Context: an optimization exercise on an open-source flow, tuned for small area, a short achievable clock period and few clock cycles per item. The choices shown serve that exercise and are no tape-out recipe. Only the layout flow was run in this run; the RTL was not checked for function there.

==> flow/design.v <==
module cordic_multiply #(
    parameter WL = 16,
    parameter FL = 14,
    parameter N_ITER = 15
)(
    input  wire                 clk,
    input  wire                 rst_n,
    input  wire                 start,
    input  wire signed [WL-1:0] in1,
    input  wire signed [WL-1:0] in2,
    output reg  signed [WL-1:0] out,
    output reg                  done
);
    wire w1 = in2[15] & ~in1[0];
    wire w2 = in2[15] & ~in1[1];
    wire w3 = in2[15] & ~in1[2];
    wire w4 = in2[15] & ~in1[3];
    wire w5 = in2[15] & ~in1[4];
    wire w6 = in2[15] & ~in1[5];
    wire w7 = in2[15] & ~in1[6];
    wire w8 = in2[15] & ~in1[7];
    wire w9 = in2[15] & ~in1[8];
    wire w10 = in2[15] & ~in1[9];
    wire w11 = in2[15] & ~in1[10];
    wire w12 = in2[15] & ~in1[11];
    wire w13 = in2[15] & ~in1[12];
    wire w14 = in2[15] & ~in1[13];
    wire w15 = in2[15] & ~in1[14];
    wire w16 = in2[15] & ~in1[15];
    wire w17 = in2[14] & in1[1];
    wire w18 = in2[14] & in1[2];
    wire w19 = in2[14] & in1[3];
    wire w20 = in2[14] & in1[4];
    wire w21 = in2[14] & in1[5];
    wire w22 = in2[14] & in1[6];
    wire w23 = in2[14] & in1[7];
    wire w24 = in2[14] & in1[8];
    wire w25 = in2[14] & in1[9];
    wire w26 = in2[14] & in1[10];
    wire w27 = in2[14] & in1[11];
    wire w28 = in2[14] & in1[12];
    wire w29 = in2[14] & in1[13];
    wire w30 = in2[14] & in1[14];
    wire w31 = in2[14] & in1[15];
    wire w32 = in2[13] & in1[2];
    wire w33 = in2[13] & in1[3];
    wire w34 = in2[13] & in1[4];
    wire w35 = in2[13] & in1[5];
    wire w36 = in2[13] & in1[6];
    wire w37 = in2[13] & in1[7];
    wire w38 = in2[13] & in1[8];
    wire w39 = in2[13] & in1[9];
    wire w40 = in2[13] & in1[10];
    wire w41 = in2[13] & in1[11];
    wire w42 = in2[13] & in1[12];
    wire w43 = in2[13] & in1[13];
    wire w44 = in2[13] & in1[14];
    wire w45 = in2[13] & in1[15];
    wire w46 = in2[12] & in1[3];
    wire w47 = in2[12] & in1[4];
    wire w48 = in2[12] & in1[5];
    wire w49 = in2[12] & in1[6];
    wire w50 = in2[12] & in1[7];
    wire w51 = in2[12] & in1[8];
    wire w52 = in2[12] & in1[9];
    wire w53 = in2[12] & in1[10];
    wire w54 = in2[12] & in1[11];
    wire w55 = in2[12] & in1[12];
    wire w56 = in2[12] & in1[13];
    wire w57 = in2[12] & in1[14];
    wire w58 = in2[12] & in1[15];
    wire w59 = in2[11] & in1[4];
    wire w60 = in2[11] & in1[5];
    wire w61 = in2[11] & in1[6];
    wire w62 = in2[11] & in1[7];
    wire w63 = in2[11] & in1[8];
    wire w64 = in2[11] & in1[9];
    wire w65 = in2[11] & in1[10];
    wire w66 = in2[11] & in1[11];
    wire w67 = in2[11] & in1[12];
    wire w68 = in2[11] & in1[13];
    wire w69 = in2[11] & in1[14];
    wire w70 = in2[11] & in1[15];
    wire w71 = in2[10] & in1[5];
    wire w72 = in2[10] & in1[6];
    wire w73 = in2[10] & in1[7];
    wire w74 = in2[10] & in1[8];
    wire w75 = in2[10] & in1[9];
    wire w76 = in2[10] & in1[10];
    wire w77 = in2[10] & in1[11];
    wire w78 = in2[10] & in1[12];
    wire w79 = in2[10] & in1[13];
    wire w80 = in2[10] & in1[14];
    wire w81 = in2[10] & in1[15];
    wire w82 = in2[9] & in1[6];
    wire w83 = in2[9] & in1[7];
    wire w84 = in2[9] & in1[8];
    wire w85 = in2[9] & in1[9];
    wire w86 = in2[9] & in1[10];
    wire w87 = in2[9] & in1[11];
    wire w88 = in2[9] & in1[12];
    wire w89 = in2[9] & in1[13];
    wire w90 = in2[9] & in1[14];
    wire w91 = in2[9] & in1[15];
    wire w92 = in2[8] & in1[7];
    wire w93 = in2[8] & in1[8];
    wire w94 = in2[8] & in1[9];
    wire w95 = in2[8] & in1[10];
    wire w96 = in2[8] & in1[11];
    wire w97 = in2[8] & in1[12];
    wire w98 = in2[8] & in1[13];
    wire w99 = in2[8] & in1[14];
    wire w100 = in2[8] & in1[15];
    wire w101 = in2[7] & in1[8];
    wire w102 = in2[7] & in1[9];
    wire w103 = in2[7] & in1[10];
    wire w104 = in2[7] & in1[11];
    wire w105 = in2[7] & in1[12];
    wire w106 = in2[7] & in1[13];
    wire w107 = in2[7] & in1[14];
    wire w108 = in2[7] & in1[15];
    wire w109 = in2[6] & in1[9];
    wire w110 = in2[6] & in1[10];
    wire w111 = in2[6] & in1[11];
    wire w112 = in2[6] & in1[12];
    wire w113 = in2[6] & in1[13];
    wire w114 = in2[6] & in1[14];
    wire w115 = in2[6] & in1[15];
    wire w116 = in2[5] & in1[10];
    wire w117 = in2[5] & in1[11];
    wire w118 = in2[5] & in1[12];
    wire w119 = in2[5] & in1[13];
    wire w120 = in2[5] & in1[14];
    wire w121 = in2[5] & in1[15];
    wire w122 = in2[4] & in1[11];
    wire w123 = in2[4] & in1[12];
    wire w124 = in2[4] & in1[13];
    wire w125 = in2[4] & in1[14];
    wire w126 = in2[4] & in1[15];
    wire w127 = in2[3] & in1[12];
    wire w128 = in2[3] & in1[13];
    wire w129 = in2[3] & in1[14];
    wire w130 = in2[3] & in1[15];
    wire w131 = in2[2] & in1[13];
    wire w132 = in2[2] & in1[14];
    wire w133 = in2[2] & in1[15];
    wire w134 = in2[1] & in1[14];
    wire w135 = in2[1] & in1[15];
    wire s136 = in1[0] ^ in1[1] ^ in1[2];
    wire c136 = (in1[0] & in1[1]) | (in1[0] & in1[2]) | (in1[1] & in1[2]);
    wire s137 = ~in1[15] ^ in2[15] ^ 1'b1;
    wire c137 = (~in1[15] & in2[15]) | (~in1[15] & 1'b1) | (in2[15] & 1'b1);
    wire s138 = w1 ^ w17 ^ w32;
    wire c138 = (w1 & w17) | (w1 & w32) | (w17 & w32);
    wire s139 = w46 ^ w59 ^ w71;
    wire c139 = (w46 & w59) | (w46 & w71) | (w59 & w71);
    wire s140 = w2 ^ w18 ^ w33;
    wire c140 = (w2 & w18) | (w2 & w33) | (w18 & w33);
    wire s141 = w47 ^ w60 ^ w72;
    wire c141 = (w47 & w60) | (w47 & w72) | (w60 & w72);
    wire s142 = w83 ^ w93;
    wire c142 = w83 & w93;
    wire s143 = w3 ^ w19 ^ w34;
    wire c143 = (w3 & w19) | (w3 & w34) | (w19 & w34);
    wire s144 = w48 ^ w61 ^ w73;
    wire c144 = (w48 & w61) | (w48 & w73) | (w61 & w73);
    wire s145 = w4 ^ w20 ^ w35;
    wire c145 = (w4 & w20) | (w4 & w35) | (w20 & w35);
    wire s146 = in1[3] ^ in1[4] ^ in1[5];
    wire c146 = (in1[3] & in1[4]) | (in1[3] & in1[5]) | (in1[4] & in1[5]);
    wire s147 = in1[6] ^ in1[7] ^ in1[8];
    wire c147 = (in1[6] & in1[7]) | (in1[6] & in1[8]) | (in1[7] & in1[8]);
    wire s148 = w82 ^ w92 ^ w101;
    wire c148 = (w82 & w92) | (w82 & w101) | (w92 & w101);
    wire s149 = w109 ^ w116 ^ w122;
    wire c149 = (w109 & w116) | (w109 & w122) | (w116 & w122);
    wire s150 = w127 ^ w131 ^ w134;
    wire c150 = (w127 & w131) | (w127 & w134) | (w131 & w134);
    wire s151 = w102 ^ w110 ^ w117;
    wire c151 = (w102 & w110) | (w102 & w117) | (w110 & w117);
    wire s152 = w123 ^ w128 ^ w132;
    wire c152 = (w123 & w128) | (w123 & w132) | (w128 & w132);
    wire s153 = ~w135 ^ c137 ^ s142;
    wire c153 = (~w135 & c137) | (~w135 & s142) | (c137 & s142);
    wire s154 = s140 ^ s141;
    wire c154 = s140 & s141;
    wire s155 = w84 ^ w94 ^ w103;
    wire c155 = (w84 & w94) | (w84 & w103) | (w94 & w103);
    wire s156 = w111 ^ w118 ^ w124;
    wire c156 = (w111 & w118) | (w111 & w124) | (w118 & w124);
    wire s157 = w129 ^ ~w133 ^ c142;
    wire c157 = (w129 & ~w133) | (w129 & c142) | (~w133 & c142);
    wire s158 = s143 ^ s144 ^ c140;
    wire c158 = (s143 & s144) | (s143 & c140) | (s144 & c140);
    wire s159 = w49 ^ w62 ^ w74;
    wire c159 = (w49 & w62) | (w49 & w74) | (w62 & w74);
    wire s160 = w85 ^ w95 ^ w104;
    wire c160 = (w85 & w95) | (w85 & w104) | (w95 & w104);
    wire s161 = w112 ^ w119 ^ w125;
    wire c161 = (w112 & w119) | (w112 & w125) | (w119 & w125);
    wire s162 = ~w130 ^ s145 ^ c143;
    wire c162 = (~w130 & s145) | (~w130 & c143) | (s145 & c143);
    wire s163 = w5 ^ w21 ^ w36;
    wire c163 = (w5 & w21) | (w5 & w36) | (w21 & w36);
    wire s164 = w50 ^ w63 ^ w75;
    wire c164 = (w50 & w63) | (w50 & w75) | (w63 & w75);
    wire s165 = w86 ^ w96 ^ w105;
    wire c165 = (w86 & w96) | (w86 & w105) | (w96 & w105);
    wire s166 = w113 ^ w120 ^ ~w126;
    wire c166 = (w113 & w120) | (w113 & ~w126) | (w120 & ~w126);
    wire s167 = w6 ^ w22 ^ w37;
    wire c167 = (w6 & w22) | (w6 & w37) | (w22 & w37);
    wire s168 = w51 ^ w64 ^ w76;
    wire c168 = (w51 & w64) | (w51 & w76) | (w64 & w76);
    wire s169 = w87 ^ w97 ^ w106;
    wire c169 = (w87 & w97) | (w87 & w106) | (w97 & w106);
    wire s170 = w7 ^ w23 ^ w38;
    wire c170 = (w7 & w23) | (w7 & w38) | (w23 & w38);
    wire s171 = w52 ^ w65 ^ w77;
    wire c171 = (w52 & w65) | (w52 & w77) | (w65 & w77);
    wire s172 = w8 ^ w24 ^ w39;
    wire c172 = (w8 & w24) | (w8 & w39) | (w24 & w39);
    wire s173 = in1[9] ^ in1[10] ^ in1[11];
    wire c173 = (in1[9] & in1[10]) | (in1[9] & in1[11]) | (in1[10] & in1[11]);
    wire s174 = in1[12] ^ in1[13];
    wire c174 = in1[12] & in1[13];
    wire s175 = s137 ^ c136 ^ c146;
    wire c175 = (s137 & c136) | (s137 & c146) | (c136 & c146);
    wire s176 = c147 ^ s138 ^ s139;
    wire c176 = (c147 & s138) | (c147 & s139) | (s138 & s139);
    wire s177 = s148 ^ s149;
    wire c177 = s148 & s149;
    wire s178 = c138 ^ c139 ^ s151;
    wire c178 = (c138 & c139) | (c138 & s151) | (c139 & s151);
    wire s179 = s152 ^ c148 ^ c149;
    wire c179 = (s152 & c148) | (s152 & c149) | (c148 & c149);
    wire s180 = c150 ^ s153 ^ s154;
    wire c180 = (c150 & s153) | (c150 & s154) | (s153 & s154);
    wire s181 = c141 ^ s155 ^ s156;
    wire c181 = (c141 & s155) | (c141 & s156) | (s155 & s156);
    wire s182 = c151 ^ c152 ^ s157;
    wire c182 = (c151 & c152) | (c151 & s157) | (c152 & s157);
    wire s183 = c153 ^ c154 ^ s158;
    wire c183 = (c153 & c154) | (c153 & s158) | (c154 & s158);
    wire s184 = c144 ^ s159 ^ s160;
    wire c184 = (c144 & s159) | (c144 & s160) | (s159 & s160);
    wire s185 = s161 ^ c155 ^ c156;
    wire c185 = (s161 & c155) | (s161 & c156) | (c155 & c156);
    wire s186 = c157 ^ s162 ^ c158;
    wire c186 = (c157 & s162) | (c157 & c158) | (s162 & c158);
    wire s187 = c145 ^ s163 ^ s164;
    wire c187 = (c145 & s163) | (c145 & s164) | (s163 & s164);
    wire s188 = s165 ^ s166 ^ c159;
    wire c188 = (s165 & s166) | (s165 & c159) | (s166 & c159);
    wire s189 = c160 ^ c161 ^ c162;
    wire c189 = (c160 & c161) | (c160 & c162) | (c161 & c162);
    wire s190 = w114 ^ ~w121 ^ s167;
    wire c190 = (w114 & ~w121) | (w114 & s167) | (~w121 & s167);
    wire s191 = s168 ^ s169 ^ c163;
    wire c191 = (s168 & s169) | (s168 & c163) | (s169 & c163);
    wire s192 = c164 ^ c165 ^ c166;
    wire c192 = (c164 & c165) | (c164 & c166) | (c165 & c166);
    wire s193 = w88 ^ w98 ^ w107;
    wire c193 = (w88 & w98) | (w88 & w107) | (w98 & w107);
    wire s194 = ~w115 ^ s170 ^ s171;
    wire c194 = (~w115 & s170) | (~w115 & s171) | (s170 & s171);
    wire s195 = c167 ^ c168 ^ c169;
    wire c195 = (c167 & c168) | (c167 & c169) | (c168 & c169);
    wire s196 = w53 ^ w66 ^ w78;
    wire c196 = (w53 & w66) | (w53 & w78) | (w66 & w78);
    wire s197 = w89 ^ w99 ^ ~w108;
    wire c197 = (w89 & w99) | (w89 & ~w108) | (w99 & ~w108);
    wire s198 = s172 ^ c170 ^ c171;
    wire c198 = (s172 & c170) | (s172 & c171) | (c170 & c171);
    wire s199 = w9 ^ w25 ^ w40;
    wire c199 = (w9 & w25) | (w9 & w40) | (w25 & w40);
    wire s200 = w54 ^ w67 ^ w79;
    wire c200 = (w54 & w67) | (w54 & w79) | (w67 & w79);
    wire s201 = w90 ^ ~w100 ^ c172;
    wire c201 = (w90 & ~w100) | (w90 & c172) | (~w100 & c172);
    wire s202 = w10 ^ w26 ^ w41;
    wire c202 = (w10 & w26) | (w10 & w41) | (w26 & w41);
    wire s203 = w55 ^ w68 ^ w80;
    wire c203 = (w55 & w68) | (w55 & w80) | (w68 & w80);
    wire s204 = w11 ^ w27 ^ w42;
    wire c204 = (w11 & w27) | (w11 & w42) | (w27 & w42);
    wire s205 = in1[14] ^ s174 ^ s136;
    wire c205 = (in1[14] & s174) | (in1[14] & s136) | (s174 & s136);
    wire s206 = c174 ^ c173 ^ s150;
    wire c206 = (c174 & c173) | (c174 & s150) | (c173 & s150);
    wire s207 = s175 ^ s177;
    wire c207 = s175 & s177;
    wire s208 = c175 ^ c177 ^ s178;
    wire c208 = (c175 & c177) | (c175 & s178) | (c177 & s178);
    wire s209 = s179 ^ c176 ^ s180;
    wire c209 = (s179 & c176) | (s179 & s180) | (c176 & s180);
    wire s210 = s181 ^ c178 ^ c179;
    wire c210 = (s181 & c178) | (s181 & c179) | (c178 & c179);
    wire s211 = s182 ^ c180 ^ s183;
    wire c211 = (s182 & c180) | (s182 & s183) | (c180 & s183);
    wire s212 = s184 ^ s185 ^ c181;
    wire c212 = (s184 & s185) | (s184 & c181) | (s185 & c181);
    wire s213 = c182 ^ s186 ^ c183;
    wire c213 = (c182 & s186) | (c182 & c183) | (s186 & c183);
    wire s214 = s187 ^ s188 ^ c184;
    wire c214 = (s187 & s188) | (s187 & c184) | (s188 & c184);
    wire s215 = c185 ^ s189 ^ c186;
    wire c215 = (c185 & s189) | (c185 & c186) | (s189 & c186);
    wire s216 = s190 ^ s191 ^ s192;
    wire c216 = (s190 & s191) | (s190 & s192) | (s191 & s192);
    wire s217 = c187 ^ c188 ^ c189;
    wire c217 = (c187 & c188) | (c187 & c189) | (c188 & c189);
    wire s218 = s193 ^ s194 ^ s195;
    wire c218 = (s193 & s194) | (s193 & s195) | (s194 & s195);
    wire s219 = c190 ^ c191 ^ c192;
    wire c219 = (c190 & c191) | (c190 & c192) | (c191 & c192);
    wire s220 = s196 ^ s197 ^ c193;
    wire c220 = (s196 & s197) | (s196 & c193) | (s197 & c193);
    wire s221 = s198 ^ c194 ^ c195;
    wire c221 = (s198 & c194) | (s198 & c195) | (c194 & c195);
    wire s222 = s199 ^ s200 ^ c196;
    wire c222 = (s199 & s200) | (s199 & c196) | (s200 & c196);
    wire s223 = c197 ^ s201 ^ c198;
    wire c223 = (c197 & s201) | (c197 & c198) | (s201 & c198);
    wire s224 = ~w91 ^ s202 ^ s203;
    wire c224 = (~w91 & s202) | (~w91 & s203) | (s202 & s203);
    wire s225 = c199 ^ c200 ^ c201;
    wire c225 = (c199 & c200) | (c199 & c201) | (c200 & c201);
    wire s226 = w56 ^ w69 ^ ~w81;
    wire c226 = (w56 & w69) | (w56 & ~w81) | (w69 & ~w81);
    wire s227 = s204 ^ c202 ^ c203;
    wire c227 = (s204 & c202) | (s204 & c203) | (c202 & c203);
    wire s228 = w12 ^ w28 ^ w43;
    wire c228 = (w12 & w28) | (w12 & w43) | (w28 & w43);
    wire s229 = w57 ^ ~w70 ^ c204;
    wire c229 = (w57 & ~w70) | (w57 & c204) | (~w70 & c204);
    wire s230 = w13 ^ w29 ^ w44;
    wire c230 = (w13 & w29) | (w13 & w44) | (w29 & w44);
    wire s231 = s146 ^ s147;
    wire c231 = s146 & s147;
    wire s232 = c205 ^ s176 ^ s206;
    wire c232 = (c205 & s176) | (c205 & s206) | (s176 & s206);
    wire s233 = c206 ^ c207 ^ s208;
    wire c233 = (c206 & c207) | (c206 & s208) | (c207 & s208);
    wire s234 = s210 ^ c208 ^ c209;
    wire c234 = (s210 & c208) | (s210 & c209) | (c208 & c209);
    wire s235 = s212 ^ c210 ^ s213;
    wire c235 = (s212 & c210) | (s212 & s213) | (c210 & s213);
    wire s236 = s214 ^ c212 ^ s215;
    wire c236 = (s214 & c212) | (s214 & s215) | (c212 & s215);
    wire s237 = s216 ^ c214 ^ s217;
    wire c237 = (s216 & c214) | (s216 & s217) | (c214 & s217);
    wire s238 = s218 ^ s219 ^ c216;
    wire c238 = (s218 & s219) | (s218 & c216) | (s219 & c216);
    wire s239 = s220 ^ s221 ^ c218;
    wire c239 = (s220 & s221) | (s220 & c218) | (s221 & c218);
    wire s240 = s222 ^ c220 ^ s223;
    wire c240 = (s222 & c220) | (s222 & s223) | (c220 & s223);
    wire s241 = s224 ^ c222 ^ s225;
    wire c241 = (s224 & c222) | (s224 & s225) | (c222 & s225);
    wire s242 = s226 ^ s227 ^ c224;
    wire c242 = (s226 & s227) | (s226 & c224) | (s227 & c224);
    wire s243 = s228 ^ c226 ^ s229;
    wire c243 = (s228 & c226) | (s228 & s229) | (c226 & s229);
    wire s244 = ~w58 ^ s230 ^ c228;
    wire c244 = (~w58 & s230) | (~w58 & c228) | (s230 & c228);
    wire s245 = w14 ^ w30 ^ ~w45;
    wire c245 = (w14 & w30) | (w14 & ~w45) | (w30 & ~w45);
    wire s246 = s173 ^ s231;
    wire c246 = s173 & s231;
    wire s247 = c231 ^ s207 ^ s232;
    wire c247 = (c231 & s207) | (c231 & s232) | (s207 & s232);
    wire s248 = c232 ^ s209 ^ s233;
    wire c248 = (c232 & s209) | (c232 & s233) | (s209 & s233);
    wire s249 = s211 ^ c233 ^ s234;
    wire c249 = (s211 & c233) | (s211 & s234) | (c233 & s234);
    wire s250 = c211 ^ c234 ^ s235;
    wire c250 = (c211 & c234) | (c211 & s235) | (c234 & s235);
    wire s251 = c213 ^ s236 ^ c235;
    wire c251 = (c213 & s236) | (c213 & c235) | (s236 & c235);
    wire s252 = c215 ^ s237 ^ c236;
    wire c252 = (c215 & s237) | (c215 & c236) | (s237 & c236);
    wire s253 = c217 ^ s238 ^ c237;
    wire c253 = (c217 & s238) | (c217 & c237) | (s238 & c237);
    wire s254 = c219 ^ s239 ^ c238;
    wire c254 = (c219 & s239) | (c219 & c238) | (s239 & c238);
    wire s255 = c221 ^ s240 ^ c239;
    wire c255 = (c221 & s240) | (c221 & c239) | (s240 & c239);
    wire s256 = c223 ^ s241 ^ c240;
    wire c256 = (c223 & s241) | (c223 & c240) | (s241 & c240);
    wire s257 = c225 ^ s242 ^ c241;
    wire c257 = (c225 & s242) | (c225 & c241) | (s242 & c241);
    wire s258 = c227 ^ s243 ^ c242;
    wire c258 = (c227 & s243) | (c227 & c242) | (s243 & c242);
    wire s259 = c229 ^ s244 ^ c243;
    wire c259 = (c229 & s244) | (c229 & c243) | (s244 & c243);
    wire s260 = c230 ^ s245 ^ c244;
    wire c260 = (c230 & s245) | (c230 & c244) | (s245 & c244);
    wire s261 = w15 ^ ~w31 ^ c245;
    wire c261 = (w15 & ~w31) | (w15 & c245) | (~w31 & c245);
    wire s262 = 1'b1 ^ w16;
    wire c262 = 1'b1 & w16;
    wire [16:0] ya = {s262, s261, s260, s259, s258, s257, s256, s255, s254, s253, s252, s251, s250, s249, s248, s247, s205};
    wire [16:0] yb = {c261, c260, c259, c258, c257, c256, c255, c254, c253, c252, c251, c250, c249, c248, c247, c246, s246};
    wire [16:0] y = ya + yb;
    always @(posedge clk)
        out <= y[16:1];
    always @(posedge clk or negedge rst_n)
        if (!rst_n) done <= 1'b0;
        else        done <= start;
endmodule
==> flow/run.sh <==
#!/bin/bash
# synth_recipe.tcl (not shown) runs the flow's synth.tcl, then flattens the netlist and writes it again
# the make line also repeats each setting of config.mk as NAME=value (left out here)
make -C /OpenROAD-flow-scripts/flow DESIGN_CONFIG=/design/flow/config.mk WORK_HOME=/design/flow/orfs CLKGATE_MAP_FILE= SYNTH_SCRIPT=/design/flow/synth_recipe.tcl finish
==> flow/config.mk <==
export PLATFORM = sky130hd
export DESIGN_NAME = cordic_multiply
export DESIGN_NICKNAME = cordic_multiply
export VERILOG_FILES = /design/flow/design.v
export SDC_FILE = /design/flow/constraint.sdc
export NUM_CORES = 4
export LEC_CHECK = 0
export CAP_MARGIN = 20
export CORE_MARGIN = 2
export CORE_UTILIZATION = 40
export SLEW_MARGIN = 20
==> flow/constraint.sdc <==
create_clock -name core_clock -period 7.0 [get_ports {clk}]
set_input_delay 1.4000 -clock core_clock [delete_from_list [all_inputs] [get_ports {clk}]]
set_output_delay 1.4000 -clock core_clock [all_outputs]
set_load 0.01 [all_outputs]
==> run summary <==
-- worst max-delay path by stage --
stage	from	to
after floorplan	in2[15]	out[10]$_DFF_P_
after CTS	in1[4]	out[14]$_DFF_P_
after global placement	in1[4]	out[10]$_DFF_P_
after detailed placement	in1[4]	out[10]$_DFF_P_
final	in2[13]	out[14]$_DFF_P_
after global routing	in2[13]	out[12]$_DFF_P_
-- per-layer routing --
| metal | routed length (µm) | up-vias | share of wire | GRT usage |
|---|---|---|---|---|
| met5 | 0 | - | 0 | 0 |
| met2 | 5828 | 116 | 0.49 | 0.3377 |
| met1 | 5207 | 1786 | 0.44 | 0.2709 |
| li1 | - | 1652 | - | - |
| met4 | 284 | 0 | 0.024 | 0.04634 |
| met3 | 634 | 18 | 0.053 | 0.01959 |
-- registers in the layout, summed over array words and instances (netlist names) --
name  count
out      16
done      1
-- area by class of cell --
type / instances / area, µm²
multi-input cells: 360 / 3966
repair buffers: 70 / 650.6
flip-flops and latches: 17 / 345.3
clock inverters: 1 / 5.005
well taps: 147 / 183.9
inverters: 134 / 503.0
clock buffers: 3 / 75.07
fillers: 1141 / 6232
-- metrics by stage --
step | setup slack, ns | util | std cells | cell area [µm²]
detailed placement | 0.2607 | 0.4723 | 728 | 5649
global placement | 0.2846 | 0.4723 | 728 | 5649
floorplan | 0.9537 | - | 525 | 4871
finish | 0.5203 | 0.4790 | 732 | 5729
CTS | 0.4797 | 0.4790 | 732 | 5729
global route | 0.2625 | 0.4790 | 732 | 5729
-- synth_stat cells, types with 2 or more instances --
master                       n  area (µm²)
sky130_fd_sc_hd__a21oi_1    15       75.07
sky130_fd_sc_hd__a21o_1      5       37.54
sky130_fd_sc_hd__o21ai_1     6       30.03
sky130_fd_sc_hd__and2_1     86       538.0
sky130_fd_sc_hd__and3_1      2       12.51
sky130_fd_sc_hd__clkbuf_1   13       48.80
sky130_fd_sc_hd__nor2_1     14       52.55
sky130_fd_sc_hd__o21ai_0     2       10.01
sky130_fd_sc_hd__a31oi_1     2       12.51
sky130_fd_sc_hd__inv_1     134       503.0
sky130_fd_sc_hd__nand2b_1    4       25.02
sky130_fd_sc_hd__dfxtp_1    16       320.3
sky130_fd_sc_hd__nand3_1     4       20.02
sky130_fd_sc_hd__xor2_1      5       43.79
sky130_fd_sc_hd__a311oi_1    2       17.52
sky130_fd_sc_hd__ha_1       24       300.3
sky130_fd_sc_hd__nor2b_1     2       12.51
sky130_fd_sc_hd__fa_1      119        2382
sky130_fd_sc_hd__xnor2_1     9       78.83
sky130_fd_sc_hd__nand2_1    40       150.1
-- cells by family after synthesis --
group / Yosys count
flip-flops: 17
AO/OA/AOI/OAI: 45
XOR/XNOR: 14
AND/OR/NAND/NOR: 158
buffers and inverters: 148
adder cells (fa/ha/maj): 143
==> insert_results.sql <==
INSERT INTO impl_metrics (metric_group, metric, value, unit) VALUES
('logic_synthesis', 'synth_compound_area_frac', '0.06319', ''),
('clocking', 'holdBufCountCts', '0', ''),
('timing', 'slew_headroom', '0.6843', ''),
('route', 'postRouteAntennaNets', '0', ''),
('logic_synthesis', 'yosys.area_share.xor_xnor', '0.02517', ''),
('finish', 'n_antenna_cell', '0', ''),
('critical_path', 'slowest_delay', '0.59', 'ns'),
('timing', 'rsz0062_at_grt', 'false', ''),
('floorplanning', 'pin_count', '52', ''),
('critical_path', 'chain_of_cells_forming_the_critical_path', 'clkdlybuf4s50_1, and2_1, fa_1, fa_1, fa_1, inv_1, fa_1, inv_1, fa_1, fa_1, ha_1, and3_1, and3_1, a21oi_1, o21ai_1, xor2_1', ''),
('critical_path', 'timing.critical_path.required', '7.13', 'ns'),
('placed_design', 'place.gp.congestion', '0.8902', ''),
('placed_design', 'port_buffers', '50', ''),
('run', 'maxCapViolations', '0', ''),
('floorplanning', 'floorplan.die_area', '0.01308', 'mm²'),
('critical_path', 'path_common_cell', 'sky130_fd_sc_hd__fa_1', ''),
('timing', 'final_hold_viol_count', '0', ''),
('clocking', 'tritoncts.num_buffers', '3', ''),
('clocking', 'cts_sinks', '17', ''),
('route', 'vias_per_cell', '4.880', ''),
('critical_path', 'critical_path_depth', '16', ''),
('clocking', 'cts_root_buf', 'sky130_fd_sc_hd__clkbuf_16', ''),
('timing', 'hold-worst-slack', '1.297', 'ns'),
('outcome', 'run_status', 'timing/DRC/antenna clean', ''),
('global_route', 'first_global_vias', '3852', ''),
('logic_synthesis', 'postSynthCellCount', '525', ''),
('route', 'vias', '3572', ''),
('finish', 'fin_nets', '764', ''),
('logic_synthesis', 'synth_top_family_by_area', 'adder cells', ''),
('logic_synthesis', 'async_reset_ff_frac', '0.05882', ''),
('clocking', 'cts_post_setup_buffers_inserted', '0', ''),
('global_route', 'globalRouteTotalUtil', '0.1968', ''),
('floorplanning', 'fp.dieH', '114.4', 'µm'),
('logic_synthesis', 'synth_simple_gate_area_share', '0.1752', ''),
('floorplanning', 'floorplan.die.width', '114.4', 'µm'),
('timing', 'final_period_minus_worst_setup_slack', '6.480', 'ns'),
('logic_synthesis', 'synth_ff_type', 'sky130_fd_sc_hd__dfxtp_1', ''),
('finish', 'most-common-layout-cells', 'sky130_fd_sc_hd__inv_1, sky130_fd_sc_hd__fa_1, sky130_fd_sc_hd__and2_1, sky130_fd_sc_hd__clkdlybuf4s50_1, sky130_fd_sc_hd__nand2_1', ''),
('global_route', 'grt_remaining_overflow', '0', ''),
('logic_synthesis', 'arithmetic_cell_share_of_the_synthesized_area_counting_full_adders_half_adders_and_majority_gates', '0.5507', ''),
('finish', 'mostFrequentLayoutCell', 'sky130_fd_sc_hd__inv_1', ''),
('clocking', 'cts_tree', 'yes', ''),
('floorplanning', 'core_region_area', '0.01196', 'mm²'),
('timing', 'max_freq', '154.3', 'MHz'),
('critical_path', 'cp-end-kind', 'flop', ''),
('route', 'post-route-drc-count', '0', ''),
('floorplanning', 'row_count', '40', ''),
('logic_synthesis', 'synth_seq_area_share', '0.07090', ''),
('finish', 'relative_area_change_from_synthesis_to_final_layout', '17.62', '%'),
('route', 'wl', '11960', 'µm'),
('global_route', 'grt_first_pass_wirelength', '19750', 'µm'),
('route', 'dr.pass1.iters', '4', ''),
('timing', 'layout_worst_path_cycle_share', '0.9257', ''),
('timing', 'final.setup.tns', '0', 'ns'),
('floorplanning', 'initial_utilization', '0.4072', ''),
('logic_synthesis', 'post_synth_mux_area_share', '0', ''),
('clocking', 'cts_htree_levels', '1', ''),
('logic_synthesis', 'syn_avg_cell_area', '9.278', 'µm²'),
('critical_path', 'worstSetupPathType', 'input port to flop', ''),
('logic_synthesis', 'yosys_register_bits', '17', ''),
('timing', 'timing.final.setup_violations', '0', ''),
('timing', 'finalMaxSlewViolations', '0', ''),
('clocking', 'cts.clk_slew.worst_paths', '0.05', 'ns');

## port drivers added, routing unchanged
The flow's constraints put no driver on any port. The routed layout listed below was extracted and timed again, unchanged, in two steps. Step 1: set_driving_cell puts a clkbuf_16 on clk and a buf_2 on each other input, an assumption about the parent block. Step 2, shift: input delay + t, output delay - t, t = (earliest + latest rising clock arrival at the registers) / 2. This alone moves slack from input paths to output paths. a / b / c = no drivers / after step 1 / after step 2; a / b = the first two.
t (ns): 0.269
slack for setup (ns): 0.520 / 0.503 / 0.234
slew at the worst register clock pin (ns): 0.05 / 0.05
After both steps setup and hold are still met in this run. The setup slack of this run moves by -0.017 ns with the drivers and by -0.286 ns with both steps.
